Source: an optimization exercise on an open RTL-to-GDS flow (aim: small area, a short achievable clock period and few clock cycles per item). Production flows keep margins and buffers that such runs may drop. Function was checked by simulation only, so behaviour that the tests miss may differ from the original. No activity file was given, so power comes from the tool's default toggle rates.

==> flow/run.sh <==
#!/bin/bash
# The standard layout (the standard.sh, all ORFS steps), with the port
# buffers that ORFS's buffer_ports adds made of sky130_fd_sc_hd__buf_1.
# Every port still gets its own buffer; the resizer may upsize them.
# make's full output goes to standard.log; ORFS's per-step logs are under
# orfs/logs/.
set -euo pipefail
export BUFFER_PORTS_ARGS="-buffer_cell sky130_fd_sc_hd__buf_1"
bash standard.sh > standard.log 2>&1
==> standard.sh <==
#!/bin/bash
# synth_recipe.tcl (not shown) runs the flow's synth.tcl, then flattens the netlist and writes it again
# the make line also repeats each setting of config.mk as NAME=value (left out here)
make -C /OpenROAD-flow-scripts/flow DESIGN_CONFIG=/design/flow/config.mk WORK_HOME=/design/flow/orfs CLKGATE_MAP_FILE= SYNTH_SCRIPT=/design/flow/synth_recipe.tcl "${@:-finish}"
==> config.mk <==
export PLATFORM = sky130hd
export DESIGN_NAME = gcd_coprocessor
export DESIGN_NICKNAME = gcd_coprocessor
export VERILOG_FILES = /design/flow/design.v
export SDC_FILE = /design/flow/constraint.sdc
export NUM_CORES = 4
export LEC_CHECK = 0
export CAP_MARGIN = 20
export CORE_MARGIN = 2
export CORE_UTILIZATION = 65
export CTS_BUF_LIST = sky130_fd_sc_hd__clkbuf_8
export SETUP_SLACK_MARGIN = 0.4
export SLEW_MARGIN = 20
==> constraint.sdc <==
create_clock -name core_clock -period 4.0 [get_ports {clk}]
set_input_delay 0.8000 -clock core_clock [delete_from_list [all_inputs] [get_ports {clk}]]
set_output_delay 0.8000 -clock core_clock [all_outputs]
set_load 0.01 [all_outputs]
==> design.v <==
module gcd_coprocessor #( parameter W = 32, parameter P = 2 ) (
  input clk,
  input reset,
  input operands_val,
  input [W-1:0] operands_bits_A,
  input [W-1:0] operands_bits_B,
  output operands_rdy,
  output result_val,
  output [W-1:0] result_bits,
  input result_rdy
);
localparam KW = $clog2(W);
localparam S = 4;            
reg [W:0] a, b;              
reg [KW-1:0] k;
reg full;
reg bz;                      
wire az = (a == {(W+1){1'b0}});
wire kz = (k == {KW{1'b0}});
wire fin = az | bz;
wire done = full & fin & kz;
wire take = done & result_rdy;
wire load = operands_val & (~full | take);
wire step = full & ~fin;
wire restore = full & az & ~kz;
assign result_val = done;
assign result_bits = a[W-1:0] | b[W-1:0];
assign operands_rdy = ~full | take;
wire a_odd = a[0];
reg a_even;
wire b_odd = b[0];
wire both_odd = a_odd & b_odd;
wire both_even = ~a_odd & ~b_odd;
localparam WH = (W + 1) / 2;
wire [W:0] y = {{(W+1-WH){~a_even}}, {WH{a_odd}}} & ~b;
wire [W:0] r = a + y + {{W{1'b0}}, a_odd};
wire [S:0] r_lo = a[S:0] + y[S:0] + {{S{1'b0}}, a_odd};
wire swap = r[W] ^ a[W];
reg [S-1:0] sh;              
integer j;
reg found;
always @* begin
  sh = {S{1'b0}};
  found = 1'b0;
  if (both_even) begin
    sh[0] = 1'b1;
  end else begin
    for (j = 1; j < S; j = j + 1)
      if (!found && r_lo[j]) begin
        sh[j-1] = 1'b1;
        found = 1'b1;
      end
    if (!found) sh[S-1] = 1'b1;
  end
end
wire [W:0] a_ld = {1'b0, operands_bits_A};
wire a_en = load | (step & ~(a_odd & ~b_odd));
wire [W:0] a_nx_j [0:S];
assign a_nx_j[0] = ({(W+1){load}} & a_ld) | ({(W+1){~a_en}} & a);
genvar gj;
generate
  for (gj = 1; gj <= S; gj = gj + 1) begin : ash
    wire [W:0] r_s = {{gj{r[W]}}, r[W:gj]};
    assign a_nx_j[gj] = a_nx_j[gj-1] | ({(W+1){a_en & ~load & sh[gj-1]}} & r_s);
  end
endgenerate
wire [W:0] a_nx = a_nx_j[S];
wire [W:0] a_negd = {~a[W:1], 1'b1};
wire b_ld = load;
wire b_ng = ~load & step & both_odd & swap;
wire b_sr = ~load & step & ~b_odd;
wire b_sl = ~load & restore;
wire b_hd = ~(b_ld | b_ng | b_sr | b_sl);
wire [W:0] b_nx = ({(W+1){b_ld}} & {1'b0, operands_bits_B})
                | ({(W+1){b_ng}} & a_negd)
                | ({(W+1){b_sr}} & {b[W], b[W:1]})
                | ({(W+1){b_sl}} & {b[W-1:0], 1'b0})
                | ({(W+1){b_hd}} & b);
always @(posedge clk) begin
  if (reset) begin
    full <= 1'b0;
  end else if (load) begin
    full <= 1'b1;
  end else if (take) begin
    full <= 1'b0;
  end
end
always @(posedge clk) begin
  a <= a_nx;
  a_even <= ~a_nx[0];
  b <= b_nx;
  if (load) begin
    k <= {KW{1'b0}};
    bz <= (operands_bits_B == {W{1'b0}});
  end else if (step) begin
    if (both_even)
      k <= k + 1'b1;
  end else if (restore) begin
    k <= k - 1'b1;
  end
end
endmodule
==> results of run 1 <==
[per-stage QoR]
stage          setup WS, ns  std cells  total power (µW)  cell area (µm²)  utilization [%]
2_1_floorplan        0.5679        721              4673             5822                -
3_3_place_gp         0.5613        893              5624             6215            71.26
3_5_place_dp         0.3978        893              5723             6215            71.26
4_1_cts              0.4502        909              6389             6430            73.73
5_1_grt              0.4081        913              7079             6505            74.59
6_report             0.5627        913              6626             6505            74.59
[cell usage after synthesis, types with 6 or more instances]
cell	count
nand4_1	9
dfxtp_1	73
clkbuf_1	37
or2_2	34
nor4_1	14
nor3_1	9
a221o_1	18
and3_1	7
nand3_1	16
a22oi_1	14
a21o_1	18
and2_1	6
a21oi_1	29
buf_2	10
o221ai_1	7
o21ai_0	26
a221oi_1	6
o211ai_1	40
xor2_1	14
nand2_1	75
a222oi_1	44
inv_1	13
xnor2_1	24
ha_1	34
nor2_1	63
nor2b_1	6
a211oi_1	8
[placed cells by master (no fill, tap or decap), types with 16 or more instances in the layout]
master    netlist  layout
buf_1           0     101
xnor2_1        24      24
a21oi_1        29      27
a221o_1        18      18
buf_4           3      19
a222oi_1       44      44
o21ai_0        26      26
nor2_1         63      62
or2_2          34      34
a21o_1         18      18
o211ai_1       40      40
ha_1           34      33
dfxtp_1        73      71
nand2_1        75      75
nand3_1        16      16
[power by group through the flow]
stage	clock, µW	sequential, µW	combinational (µW)
final	646	1540	4440
after global routing	674	1590	4820
after CTS	648	1510	4230
after detailed placement	0	1520	4200
after global placement	0	1510	4110
after floorplan	0	1330	3340
[critical path, stage by stage, from the launching register on]
cell and delay (ns):
dfxtp_2 0.40, clkinvlp_4 0.19, nor2_1 0.18, ha_2 0.34, and4_1 0.25, nor2b_1 0.16
o41ai_2 0.44, o31ai_4 0.15, a31oi_2 0.21, mux2_2 0.37, and2_1 0.15, buf_4 0.20
o21ai_0 0.16, o211ai_1 0.10
[sequential cells by signal, summed over array words and instances, names as in the netlist]
signal and cells:
a 33, a_even 1, b 33, bz 1
full 1, k 5
[cell type report]
| cell class | count | area, µm² | share of cell area, % |
|---|---|---|---|
| Sequential cell | 74 | 1496 | 23.00 |
| Timing Repair inverter | 1 | 7.507 | 0.1154 |
| Tap cell | 108 | 135.1 | 2.077 |
| Timing Repair Buffer | 120 | 521.8 | 8.021 |
| Inverter | 13 | 52.55 | 0.8078 |
| Clock buffer | 11 | 151.4 | 2.327 |
| Clock inverter | 5 | 60.06 | 0.9233 |
| Multi-Input combinational cell | 581 | 4080 | 62.72 |
[worst paths after layout]
check        startpoint    end  cells past startpoint
max                a[0]  b[32]                     13
min                k[4]   k[4]                      2
max reg2reg        a[0]  b[32]                     13
min reg2reg        k[4]   k[4]                      2
[routing by layer]
| metal | vias to the layer above | track usage [%] |
|---|---|---|
| met1 | 2984 | 48.14 |
| met2 | 474 | 62.64 |
| met3 | 74 | 5.674 |
| li1 | 2963 | - |
| met5 | - | 0 |
| met4 | 0 | 19.07 |
[cells by family (layout without fill, tap and decap cells)]
logic type / Yosys count / in the layout / share of synthesized area [%]
multiplexers: 6 / 6 / 1.053
XOR/XNOR: 38 / 38 / 5.717
AO/OA/AOI/OAI: 250 / 250 / 33.78
buffers and inverters: 66 / 150 / 5.050
AND/OR/NAND/NOR: 251 / 251 / 20.78
adder cells (fa/ha/maj): 36 / 36 / 7.995
flip-flops: 74 / 74 / 25.62
[repair_timing]
action	in CTS	in global routing
gates cloned	0	1
setup endpoints to repair	5	43
setup buffers	0	3
pin swaps	0	2
resized for setup	1	12
==> run summary, run 1 <==
Max Cap Viol 0; Total Nets Final around 900; Clock Skews around 0.015 ns; syn avg cell area 8.075 µm²; Critical Path RT ~4.3 ns; Die Span Y about 100 µm; crit end category register; part of the cycle the worst path needs between 80% and 90%; hold slack 0.5227 ns; first-pass GRT wire length between 30000 and 40000 µm; flops & latches, synth 74; run status timing/DRC/antenna clean; Top Layer Used met4; total track usage between 30% and 40%; Synth cell types between 60 and 70; asr flop ratio synth 0%; Layout fillers between 700 and 800; Switching Power roughly 3500 µW; Final Critical Period 3.437 ns; Clock Latency Late Sink 0.37 ns; Slew Viols, Final 0; cells after synthesis 721; CP Launch Type register; Initial Util 66.76%; Worst-Margin Slew 0.8988 ns; Hold Fails Final Rpt 0; Area Growth Syn to Fin 11.73%; Sum Neg Setup Slack 0 ns; GRT overflow 0; Main synth FF type dfxtp_1; first-pass detailed-route iteration total 9; Synth area leaders dfxtp_1 (25%), a222oi_1 (7.6%), ha_1 (7.3%); # IOs 102; WL final 18910 µm; cts bufs inserted 9; syn_nets around 830; vias in the first global route slightly above 6000; Seq/Total Area, Yosys ~26%; Final HPWL DP 13580 µm; Max-Slew Margin vs Limit around 40%; Root Driver clkbuf_8; Comb power frac 67.0%; Vias approximately 6500; DR WL met2 roughly 8800 µm; Avg WL per Cell 20.71 µm; CTS tree done; EDFF count, synth 1; crit path kind register to register; Site Rows 34; routed wl met3 a little under 2000 µm; initial DRC count between 700 and 800; Max Fclk 0.2909 GHz; Internal around 3100 µW; DRC 0; Worst VDD drop 450.0 µV; Critical Path Fanout Max 17; Yosys top cell by area dfxtp_1; n_diodes 0; share of the synthesized area in the top cell type 25.10%; clk buf depth 2; sequential power share between 20% and 30%; clock power share 9.8%; Switching Share about 53%; Power Density 1019 mW/mm²; Clock transition at path regs 0.09 ns; initial antenna violation count 0; CP Data Arrival Time between 3 and 4 ns; Die ar. between 0.009 and 0.01 mm²; GPL Wtd Cong 1.020; mapped cell area roughly 0.0058 mm²; remaining antenna violation count 0; yosys warns 1; Clock Sinks 74; share of cells above drive strength 1 11.43%; worst reg2reg setup slack roughly 0.56 ns; unrepaired setup endpoints after global routing false; Worst Hold Class register to register; cts hold-fix bufs 0; Final Setup Violations 0; WL met1 7351 µm; PortBufs 101; core area around 0.0087 mm²; Leakage 0.002527 µW; H-tree levels 3; vias per cell ~7.1; largest net degree at the start of global routing 37; Die Width ~99 µm
Testbench counts, summed over its fixed seeds: cycles 107,856, items 4,800.
==> run 2, diff against run 1 <==
--- a/config.mk
+++ b/config.mk
@@ -9,5 +9,5 @@
 export CORE_MARGIN = 2
 export CORE_UTILIZATION = 65
 export CTS_BUF_LIST = sky130_fd_sc_hd__clkbuf_8
-export SETUP_SLACK_MARGIN = 0.4
+export SETUP_SLACK_MARGIN = 0.6
 export SLEW_MARGIN = 20
==> run 2 against run 1 <==
Against the previous run: still clean on timing, DRC and antenna; wire length increased by 4.2%; via count is 2.9% higher; utilization grew 2.1 points; final area rose by 2.8%; final cell count up 0.55%; synthesized cell count unchanged; clock skew decreased by 0.0054 ns; sequential power hardly changed; critical path type unchanged; highest routed layer unchanged.
==> run summary, run 2 <==
flops & latches, synth 74 (unchanged); global-route met2 utilization 65.15% (was 62.64%); Die Span Y 98.64 µm (unchanged); Critical Path Fanout Max 6 (was 17); Seq/Total Area, Yosys 25.62% (unchanged); Die Width 98.64 µm (unchanged); cts hold-fix bufs 0 (unchanged); share of the synthesized area in the top cell type 25.10% (unchanged); Sum Neg Setup Slack 0 ns (unchanged); cts bufs inserted 9 (unchanged); crit path kind register to register (unchanged); Max Fclk 0.2996 GHz (was 0.2909 GHz); vias in the first global route 6358 (was 6129); run status timing/DRC/antenna clean (unchanged); WL final 19710 µm (was 18910 µm); Total Nets Final 909 (was 904); Die ar. 0.009730 mm² (unchanged); unrepaired setup endpoints after global routing true (was false); Clock transition at path regs 0.09 ns (about the same); Final Instance Count excl. Fillers 918 (was 913); Hold Fails Final Rpt 0 (unchanged); placed cell count 893 (unchanged); Area Growth Syn to Fin 14.89% (was 11.73%); Layout fillers 629 (was 705); share of cells above drive strength 1 14.07% (was 11.43%); part of the cycle the worst path needs 83.44% (was 85.93%); # IOs 102 (unchanged); Final Critical Period 3.337 ns (was 3.437 ns); Initial Util 66.76% (unchanged); Yosys top cell by area dfxtp_1 (unchanged); asr flop ratio synth 0% (unchanged); Worst VDD drop 522.5 µV (was 450.0 µV); layer with the highest usage met2 (unchanged); yosys warns 1 (unchanged); met1 usage 49.51% (was 48.14%); Max Cap Viol 0 (unchanged); Critical Path RT 4.25 ns (about the same); Worst-Margin Slew 0.9768 ns (was 0.8988 ns); most frequent cells in the layout buf_1 (101), nand2_1 (75), dfxtp_1 (71), nor2_1 (58), a222oi_1 (44) (was buf_1 (101), nand2_1 (75), dfxtp_1 (71), nor2_1 (62), a222oi_1 (44)); Clock Sinks 74 (unchanged); total track usage 39.26% (was 37.86%); PortBufs 101 (unchanged); syn_nets 825 (unchanged); Largest regs a x33, b x33, k x5 (unchanged); CP Launch Type register (unchanged); cells after synthesis 721 (unchanged); crit end category register (unchanged); EDFF count, synth 1 (unchanged); Leakage 0.002565 µW (was 0.002527 µW); remaining antenna violation count 0 (unchanged); count leader, synth nand2_1 (unchanged); Final Setup Violations 0 (unchanged); first-pass GRT wire length 31220 µm (was 30020 µm); CTS tree done (unchanged); first-pass detailed-route iteration total 8 (was 9); Final HPWL DP 14050 µm (was 13580 µm); GRT overflow 0 (unchanged); largest net degree at the start of global routing 38 (was 37); clk buf depth 2 (unchanged); Slew Viols, Final 0 (unchanged); Worst Hold Class register to register (unchanged); core area 0.008721 mm² (unchanged); Root Driver clkbuf_8 (unchanged); GPL Wtd Cong 1.005 (was 1.020); Synth area leaders dfxtp_1 (25%), a222oi_1 (7.6%), ha_1 (7.3%) (unchanged); H-tree levels 3 (unchanged); most common cell after layout, fill and taps aside buf_1 (unchanged); Synth cell types 64 (unchanged); Avg WL per Cell 21.47 µm (was 20.71 µm); DRC 0 (unchanged); Vias 6682 (was 6495); Clock Skews 0.009717 ns (was 0.01515 ns); initial DRC count 862 (was 762); met3 GRT Util 7.801% (was 5.674%); Post-synth top cells nand2_1 (75), dfxtp_1 (73), nor2_1 (63) (unchanged); Power Density 1042 mW/mm² (was 1019 mW/mm²); initial antenna violation count 0 (unchanged); syn avg cell area 8.075 µm² (unchanged); vias per cell 7.279 (was 7.114); mapped cell area 0.005822 mm² (unchanged); CP Data Arrival Time 3.59 ns (was 3.69 ns); Main synth FF type dfxtp_1 (unchanged); Site Rows 34 (unchanged); Clock Latency Late Sink 0.36 ns (was 0.37 ns); n_diodes 0 (unchanged); Max-Slew Margin vs Limit 34.88% (was 40.08%)
run 2: cell count changes in the layout (fill, tap and decap cells not counted), sizes merged:
cell / delta
buf: +5
clkinv: +3
clkbuf: -2
bufinv: +1
clkinvlp: -1
inv: -1
run 2: metal layers:
layer / routed length, µm / vias up
met3: 2308 / 81
met2: 9225 / 513
met1: 7425 / 3115
li1: - / 2973
met5: 0 / -
met4: 753 / 0
run 2: cells by family (layout without fill, tap and decap cells):
family / Yosys count / in the layout / share of synthesized area (%)
compound gates: 250 / 250 / 33.78
xor+xnor: 38 / 38 / 5.717
fa+ha+maj: 36 / 36 / 7.995
buf+inv: 66 / 155 / 5.050
flops: 74 / 74 / 25.62
mux: 6 / 6 / 1.053
simple gates: 251 / 251 / 20.78
run 2: worst paths after layout:
| path | from | end | slack (ns) | cells past startpoint |
|---|---|---|---|---|
| setup / recovery | a[0] | a[21] | 0.66 | 13 |
| hold / removal | k[4] | k[4] | 0.54 | 2 |
| setup reg to reg | a[0] | a[21] | 0.66 | 13 |
| hold reg to reg | k[4] | k[4] | 0.54 | 2 |
run 2: cell type report:
cell class	count	area [µm²]	share of cell area, %
well taps	108	135.1	2.020
flip-flops and latches	74	1499	22.41
multi-input cells	581	4213	62.98
repair inverters	1	7.507	0.1122
clock inverters	7	95.09	1.422
inverters	13	52.55	0.7856
clock buffers	9	123.9	1.852
repair buffers	125	563.0	8.418
run 2: through the flow:
step	setup slack [ns]	cell area [µm²]	utilization (%)	hold WS [ns]	power (µW)
2_1_floorplan	0.6587	5824	-	0.4805	4675
4_1_cts	0.6485	6491	74.43	0.5293	6518
3_5_place_dp	0.4493	6215	71.26	0.5192	5760
6_report	0.6625	6689	76.70	0.5356	6972
5_1_grt	0.5352	6689	76.70	0.5572	7409
3_3_place_gp	0.5411	6215	71.26	0.4984	5646
run 2: worst max-delay path, cell delays in order, from the launching register on:
cell and delay, ns:
dfxtp_4 0.39, clkinvlp_4 0.18, buf_4 0.18, nor2_1 0.10, ha_1 0.31, a211oi_2 0.22
nor2_1 0.10, o41ai_2 0.45, a21oi_4 0.16, a41oi_2 0.26, o221ai_1 0.16, a21oi_1 0.19
xnor2_1 0.15, a221o_1 0.38
run 2: report_power, final:
| part | internal, µW | leakage [µW] | switching (µW) | total (µW) |
|---|---|---|---|---|
| clock network | 352 | 0.000115 | 327 | 678 |
| registers | 1060 | 0.000624 | 505 | 1560 |
| logic | 1900 | 0.00183 | 2830 | 4730 |
run 2: what timing repair did:
| action | in CTS | in global routing |
|---|---|---|
| pin swaps | 0 | 10 |
| endpoints found under the setup margin | 42 | 44 |
| gates resized for setup | 10 | 33 |
| cloned | 1 | 0 |
| setup buffers | 2 | 6 |
==> run 3, diff against run 2 <==
--- a/config.mk
+++ b/config.mk
@@ -7,7 +7,7 @@
 export LEC_CHECK = 0
 export CAP_MARGIN = 20
 export CORE_MARGIN = 2
-export CORE_UTILIZATION = 65
+export CORE_UTILIZATION = 45
 export CTS_BUF_LIST = sky130_fd_sc_hd__clkbuf_8
-export SETUP_SLACK_MARGIN = 0.6
+export SETUP_SLACK_MARGIN = 0.5
 export SLEW_MARGIN = 20
==> run 3 against run 2 <==
Against the previous run: still clean on timing, DRC and antenna; combinational power decreased by 4.9%; register-to-register slack lost 0.12 ns; worst hold slack worse by 0.00076 ns; clock skew increased by 0.0012 ns; via count decreased by 5.2%.
==> run summary, run 3 <==
run status timing/DRC/antenna clean (unchanged); most frequent cells in the layout buf_1 (101), nand2_1 (75), dfxtp_1 (71), nor2_1 (62), a222oi_1 (44) (was buf_1 (101), nand2_1 (75), dfxtp_1 (71), nor2_1 (58), a222oi_1 (44)); most common cell after layout, fill and taps aside buf_1 (unchanged); Area Growth Syn to Fin 14.33% (was 14.89%); Max-Slew Margin vs Limit 36.25% (was 34.88%); Final HPWL DP 14440 µm (was 14050 µm); # IOs 102 (unchanged); PortBufs 101 (unchanged); Clock Latency Late Sink 0.38 ns (was 0.36 ns); Worst Hold Class register to register (unchanged); Slew Viols, Final 0 (unchanged); mux cell area share after synthesis 1.053% (unchanged); hold slack 0.5348 ns (was 0.5356 ns); syn avg cell area 8.075 µm² (unchanged); remaining antenna violation count 0 (unchanged); core area 0.01262 mm² (was 0.008721 mm²); vias in the first global route 6000 (was 6358); Sum Neg Setup Slack 0 ns (unchanged); Largest regs a x33, b x33, k x5 (unchanged); cts hold-fix bufs 0 (unchanged); Synth Area in XOR/XNOR 5.717% (unchanged); Root Driver clkbuf_8 (unchanged); Max Fclk 0.2891 GHz (was 0.2996 GHz); CP peak stage delay 0.43 ns (was 0.45 ns); share of cells above drive strength 1 11.65% (was 14.07%); cell chain of the critical path clkinvlp_4 -> nor2_1 -> ha_2 -> a21oi_1 -> o21ai_0 -> o41ai_2 -> o31ai_4 -> a21boi_1 -> o21bai_1 -> xor2_1 -> a221o_1 -> a211o_1 (was clkinvlp_4 -> buf_4 -> nor2_1 -> ha_1 -> a211oi_2 -> nor2_1 -> o41ai_2 -> a21oi_4 -> a41oi_2 -> o221ai_1 -> a21oi_1 -> xnor2_1 -> a221o_1); part of the cycle the worst path needs 86.49% (was 83.44%); Die ar. 0.01386 mm² (was 0.009730 mm²); first-pass GRT wire length 32000 µm (was 31220 µm); Layout Utilization 52.75% (was 76.70%); Worst-Margin Slew 0.9563 ns (was 0.9768 ns); Synth Area in Compound Gates 33.78% (unchanged); yosys warns 1 (unchanged); Worst VDD drop 398.3 µV (was 522.5 µV); Power Density 1021 mW/mm² (was 1042 mW/mm²); CP Data Arrival Time 3.73 ns (was 3.59 ns); first-pass detailed-route iteration total 9 (was 8); CTS tree done (unchanged); initial antenna violation count 0 (unchanged); Die Span Y 117.7 µm (was 98.64 µm); Avg WL per Cell 20.36 µm (was 21.47 µm); Clock transition at path regs 0.09 ns (about the same); Main synth FF type dfxtp_1 (unchanged); share of the synthesized area in the top cell type 25.10% (unchanged); Initial Util 46.13% (was 66.76%); Post-Synth Simple-Gate Area 20.78% (unchanged); EDFF count, synth 1 (unchanged); Clock Sinks 74 (unchanged); Synth cell types 64 (unchanged); WL met1 8699 µm (was 7425 µm); mapped cell area 0.005822 mm² (unchanged); H-tree levels 3 (unchanged); DRC 0 (unchanged); clk buf depth 2 (unchanged); pre-CTS setup slack 0.3347 ns (was 0.4493 ns); total track usage 28.34% (was 39.26%); Max Cap Viol 0 (unchanged); Final Worst Setup Slack 0.5404 ns (was 0.6625 ns); post-route cell area 0.006656 mm² (was 0.006689 mm²); placed cell area 0.006317 mm² (was 0.006215 mm²); Hold Path Depth 2 (unchanged); worst reg2reg setup slack 0.54 ns (was 0.66 ns); unrepaired setup endpoints after global routing true (unchanged); crit end category register (unchanged); Final Critical Period 3.460 ns (was 3.337 ns); Layout fillers 1285 (was 629); routed wl met3 1304 µm (was 2308 µm); GRT overflow 0 (unchanged); post-synthesis adder-cell area fraction 7.995% (unchanged); DR WL met2 9574 µm (was 9225 µm); vias per cell 6.470 (was 7.279); Site Rows 41 (was 34); flops & latches, synth 74 (unchanged); Top Layer Used met4 (unchanged); GPL Wtd Cong 0.9328 (was 1.005); syn_nets 825 (unchanged); combinational family with the most area after synthesis compound AO/OA/AOI/OAI gates (unchanged); Critical Path RT 4.27 ns (was 4.25 ns); Critical Path Fanout Max 8 (was 6); n_diodes 0 (unchanged); initial DRC count 899 (was 862); Die Width 117.7 µm (was 98.64 µm); Leakage 0.002552 µW (was 0.002565 µW); crit path kind register to register (unchanged); largest net degree at the start of global routing 55 (was 38); Seq/Total Area, Yosys 25.62% (unchanged); cts bufs inserted 9 (unchanged); cells after synthesis 721 (unchanged); Total Nets Final 907 (was 909); Synth area leaders dfxtp_1 (25%), a222oi_1 (7.6%), ha_1 (7.3%) (unchanged); CP max-delay cell o41ai_2 (unchanged); Clock Skews 0.01089 ns (was 0.009717 ns); Hold Fails Final Rpt 0 (unchanged); WL final 19940 µm (was 19710 µm); Yosys top cell by area dfxtp_1 (unchanged); CP Launch Type register (unchanged); Post-synth top cells nand2_1 (75), dfxtp_1 (73), nor2_1 (63) (unchanged); Vias 6334 (was 6682); Final Setup Violations 0 (unchanged); asr flop ratio synth 0% (unchanged); cells on worst reg2reg path 12 (was 13); count leader, synth nand2_1 (unchanged)
run 3: cell counts after synthesis:
No cell type changed its count.
run 3: cells by family (layout without fill, tap and decap cells):
kind of cell,count (synthesis),after routing
simple gates,251,251
compound gates,250,250
flops,74,74
buf+inv,66,152
xor+xnor,38,38
fa+ha+maj,36,36
mux,6,6
run 3: per-layer routing:
layer / GRT usage [%] / up-vias
li1: - / 2984
met1: 37.71 / 3052
met2: 46.51 / 270
met3: 5.523 / 28
met4: 8.358 / 0
met5: 0 / -
run 3: report_power, final:
part	total [µW]	switching, µW	leakage, µW	internal (µW)
Combinational	4500	2720	0.00181	1780
Sequential	1550	499	0.000623	1060
Clock	745	317	0.000118	427
run 3: worst paths after layout:
path | startpoint | endpoint
hold reg to reg | k[4] | k[4]
hold / removal | k[4] | k[4]
setup reg to reg | a[0] | a[24]
setup / recovery | a[0] | a[24]
run 3: what timing repair did:
| action | CTS | global route |
|---|---|---|
| gates resized for setup | 4 | 12 |
| endpoints found under the setup margin | 37 | 51 |
| buffers inserted | 0 | 3 |
| gates cloned | 0 | 1 |
| pin swaps | 0 | 4 |
run 3: final cells by class:
| cell class | count | area, µm² | share of cell area [%] |
|---|---|---|---|
| clock buffers | 10 | 137.6 | 2.068 |
| clock inverters | 5 | 102.6 | 1.541 |
| repair inverters | 1 | 7.507 | 0.1128 |
| repair buffers | 123 | 548.0 | 8.233 |
| inverters | 13 | 52.55 | 0.7895 |
| multi-input cells | 581 | 4099 | 61.58 |
| well taps | 172 | 215.2 | 3.233 |
| flip-flops and latches | 74 | 1494 | 22.44 |
run 3: critical path, delay by kind of cell, from the launching register on:
family | cells | cell delay [ns]
and+or+nand+nor | 1 | 0.16
AOI/OAI and AO/OA | 8 | 2.01
xor gates and xnor gates | 1 | 0.20
DFF | 1 | 0.42
buffers and inverters | 1 | 0.23
adders and majority gates | 1 | 0.34
run 3: through the flow:
stage	instances	power, µW
after global placement	960	5765
after detailed placement	960	5801
after floorplan	721	4673
final	979	6798
after global routing	979	7328
after CTS	975	6585
==> run 4, diff against run 3 <==
--- a/config.mk
+++ b/config.mk
@@ -7,7 +7,7 @@
 export LEC_CHECK = 0
 export CAP_MARGIN = 20
 export CORE_MARGIN = 2
-export CORE_UTILIZATION = 45
+export CORE_UTILIZATION = 80
 export CTS_BUF_LIST = sky130_fd_sc_hd__clkbuf_8
 export SETUP_SLACK_MARGIN = 0.5
 export SLEW_MARGIN = 20
==> run 4 against run 3 <==
Against the previous run: still clean on timing, DRC and antenna; wire length barely moved; synthesized area is the same; register-to-register slack worse by 0.04 ns; worst setup slack worse by 0.042 ns; maximum frequency shrank 1.2%; final cell count down 8.2%; global-route usage up 21 points; largest power group unchanged.
==> run summary, run 4 <==
DRC 0 (unchanged); flops & latches, synth 74 (unchanged); Clock Latency Late Sink 0.38 ns (about the same); Seq/Total Area, Yosys 25.62% (unchanged); cts bufs inserted 9 (unchanged); CTS tree done (unchanged); Critical R2R Launch a[0] (unchanged); yosys warns 1 (unchanged); # IOs 102 (unchanged); vias in the first global route 6376 (was 6000); Critical Path Fanout Max 12 (was 8); Final Critical Period 3.502 ns (was 3.460 ns); Main synth FF type dfxtp_1 (unchanged); Post-synth top cells nand2_1 (75), dfxtp_1 (73), nor2_1 (63) (unchanged); Hold Fails Final Rpt 0 (unchanged); asr flop ratio synth 0% (unchanged); syn avg cell area 8.075 µm² (unchanged); GRT overflow 0 (unchanged); Worst Hold Class register to register (unchanged); Die Width 89.31 µm (was 117.7 µm); Slew Viols, Final 0 (unchanged); Die Span Y 89.31 µm (was 117.7 µm); first-pass GRT wire length 30080 µm (was 32000 µm); CP Launch Type register (unchanged); initial DRC count 1234 (was 899); H-tree levels 3 (unchanged); Clock transition at path regs 0.08 ns (was 0.09 ns); largest net degree at the start of global routing 40 (was 55); CP Data Arrival Time 3.76 ns (was 3.73 ns); part of the cycle the worst path needs 87.55% (was 86.49%); Synth area leaders dfxtp_1 (25%), a222oi_1 (7.6%), ha_1 (7.3%) (unchanged); n_diodes 0 (unchanged); Worst VDD drop 619.9 µV (was 398.3 µV); remaining antenna violation count 0 (unchanged); cells after synthesis 721 (unchanged); most common cell after layout, fill and taps aside buf_1 (unchanged); vias per cell 7.779 (was 6.470); run status timing/DRC/antenna clean (unchanged); worst hold start k[2] (was k[4]); Leakage 0.002506 µW (was 0.002552 µW); Top delay family on crit path compound AO/OA/AOI/OAI gates (unchanged); initial antenna violation count 0 (unchanged); Initial Util 81.57% (was 46.13%); Largest regs a x33, b x33, k x5 (unchanged); Site Rows 31 (was 41); total track usage 48.91% (was 28.34%); CP bufs+invs 2 (was 1); unrepaired setup endpoints after global routing true (unchanged); crit path kind register to register (unchanged); first-pass detailed-route iteration total 10 (was 9); CP max-delay cell ha_1 (was o41ai_2); most frequent cells in the layout buf_1 (101), nand2_1 (75), dfxtp_1 (72), nor2_1 (61), a222oi_1 (44) (was buf_1 (101), nand2_1 (75), dfxtp_1 (71), nor2_1 (62), a222oi_1 (44)); Clock Skews 0.01140 ns (was 0.01089 ns); CP startpoint a[0] (unchanged); crit end category register (unchanged); Root Driver clkbuf_8 (unchanged); Yosys top cell by area dfxtp_1 (unchanged); count leader, synth nand2_1 (unchanged); Power Density 1037 mW/mm² (was 1021 mW/mm²); PortBufs 101 (unchanged); Synth cell types 64 (unchanged); Max Fclk 0.2856 GHz (was 0.2891 GHz); core area 0.007137 mm² (was 0.01262 mm²); clk buf depth 2 (unchanged); mapped cell area 0.005822 mm² (unchanged); Total Nets Final 900 (was 907); Vias 6993 (was 6334); syn_nets 825 (unchanged); EDFF count, synth 1 (unchanged); Sum Neg Setup Slack 0 ns (unchanged); Critical Path RT 4.25 ns (was 4.27 ns); Max Cap Viol 0 (unchanged); Layout fillers 361 (was 1285); Worst-Margin Slew 0.9703 ns (was 0.9563 ns); WL final 19950 µm (was 19940 µm); Clock Sinks 74 (unchanged); PnR Total Power 6672 µW (was 6798 µW); worst reg2reg setup slack 0.50 ns (was 0.54 ns); share of cells above drive strength 1 11.00% (was 11.65%); cell chain of the critical path inv_1 -> buf_4 -> nor2_1 -> ha_1 -> a211oi_1 -> nor2_1 -> o41ai_2 -> a21oi_2 -> a21oi_2 -> o21ai_0 -> xnor2_1 -> o221ai_1 -> a221o_1 (was clkinvlp_4 -> nor2_1 -> ha_2 -> a21oi_1 -> o21ai_0 -> o41ai_2 -> o31ai_4 -> a21boi_1 -> o21bai_1 -> xor2_1 -> a221o_1 -> a211o_1); Final HPWL DP 13600 µm (was 14440 µm); GPL Wtd Cong 1.064 (was 0.9328); Final Setup Violations 0 (unchanged); CP peak stage delay 0.36 ns (was 0.43 ns); share of the synthesized area in the top cell type 25.10% (unchanged); Area Growth Syn to Fin 10.55% (was 14.33%); Max-Slew Margin vs Limit 35.31% (was 36.25%); Layout Utilization 90.18% (was 52.75%); Die ar. 0.007975 mm² (was 0.01386 mm²); Avg WL per Cell 22.19 µm (was 20.36 µm); cts hold-fix bufs 0 (unchanged)
## run 4: area by class of cell
type | instances | area, µm² | area share [%]
timing repair buffer | 117 | 503.0 | 7.815
inverter | 13 | 48.80 | 0.7582
tap | 99 | 123.9 | 1.925
sequential | 74 | 1495 | 23.23
multi-input combinational | 581 | 4095 | 63.63
clock inverter | 5 | 32.53 | 0.5054
clock buffer | 10 | 137.6 | 2.138
## run 4: logic make-up after synthesis
kind of cell,share of synthesized area (%)
flops,25.62
fa+ha+maj,7.995
buf+inv,5.050
compound gates,33.78
xor+xnor,5.717
simple gates,20.78
mux,1.053
## run 4: worst min-delay path: cells and delay by family, from the launching register on
| kind | cells | cell delay [ns] |
|---|---|---|
| flops | 1 | 0.33 |
| simple gates | 1 | 0.10 |
| compound gates | 1 | 0.05 |
## run 4: report_power, final
| group | internal, µW | switching, µW |
|---|---|---|
| registers | 1060 | 498 |
| clock network | 236 | 305 |
| logic | 1730 | 2840 |
| total | 3030 | 3640 |
## run 4: worst paths after layout
kind	to	cells after the start
min reg2reg	k[2]	2
max	a[27]	13
max reg2reg	a[27]	13
min	k[2]	2
## run 4: what timing repair did
action | CTS | global route
setup endpoints to repair | 24 | 34
pin swaps | 0 | 3
gates resized for setup | 4 | 13
setup buffers | 0 | 2
## run 4: metrics by stage
| step | hold slack, ns | instances | setup WS (ns) | instance area [µm²] |
|---|---|---|---|---|
| 2_1_floorplan | 0.4805 | 721 | 0.5679 | 5822 |
| 3_3_place_gp | 0.4974 | 882 | 0.4516 | 6188 |
| 3_5_place_dp | 0.5020 | 882 | 0.3054 | 6188 |
| 4_1_cts | 0.5339 | 897 | 0.4584 | 6369 |
| 5_1_grt | 0.5580 | 899 | 0.4556 | 6436 |
| 6_report | 0.5341 | 899 | 0.4980 | 6436 |
## run 4: per-layer routing
metal / wire length [µm] / track usage (%)
met5: 0 / 0
met4: 1551 / 34.60
met3: 2786 / 14.50
met2: 8758 / 74.55
met1: 6850 / 58.76

[what the ideal ports hide]
No port has a modelled driver above. Below, the same layouts with a new extraction and two added sets of constraints. Step 1, drivers: a clkbuf_16 drives clk and a buf_2 each remaining input, both assumed. Step 2 moves the port delays by t, midway between the first and last clock arrival at a register: inputs arrive t later, outputs are due t later. That takes back most of the time a late clock gives input paths. Slacks: no drivers / after step 1 / after step 2; pairs: no drivers / after step 1.
run	t, ns	slack for setup (ns)	slew at the worst register clock pin (ns)
run 1	0.404	0.563 / 0.563 / 0.563	0.09 / 0.09
run 2	0.395	0.663 / 0.663 / 0.663	0.09 / 0.09
run 3	0.413	0.540 / 0.540 / 0.540	0.09 / 0.09
run 4	0.406	0.498 / 0.498 / 0.498	0.09 / 0.09
After both steps setup and hold are still met in every run listed.
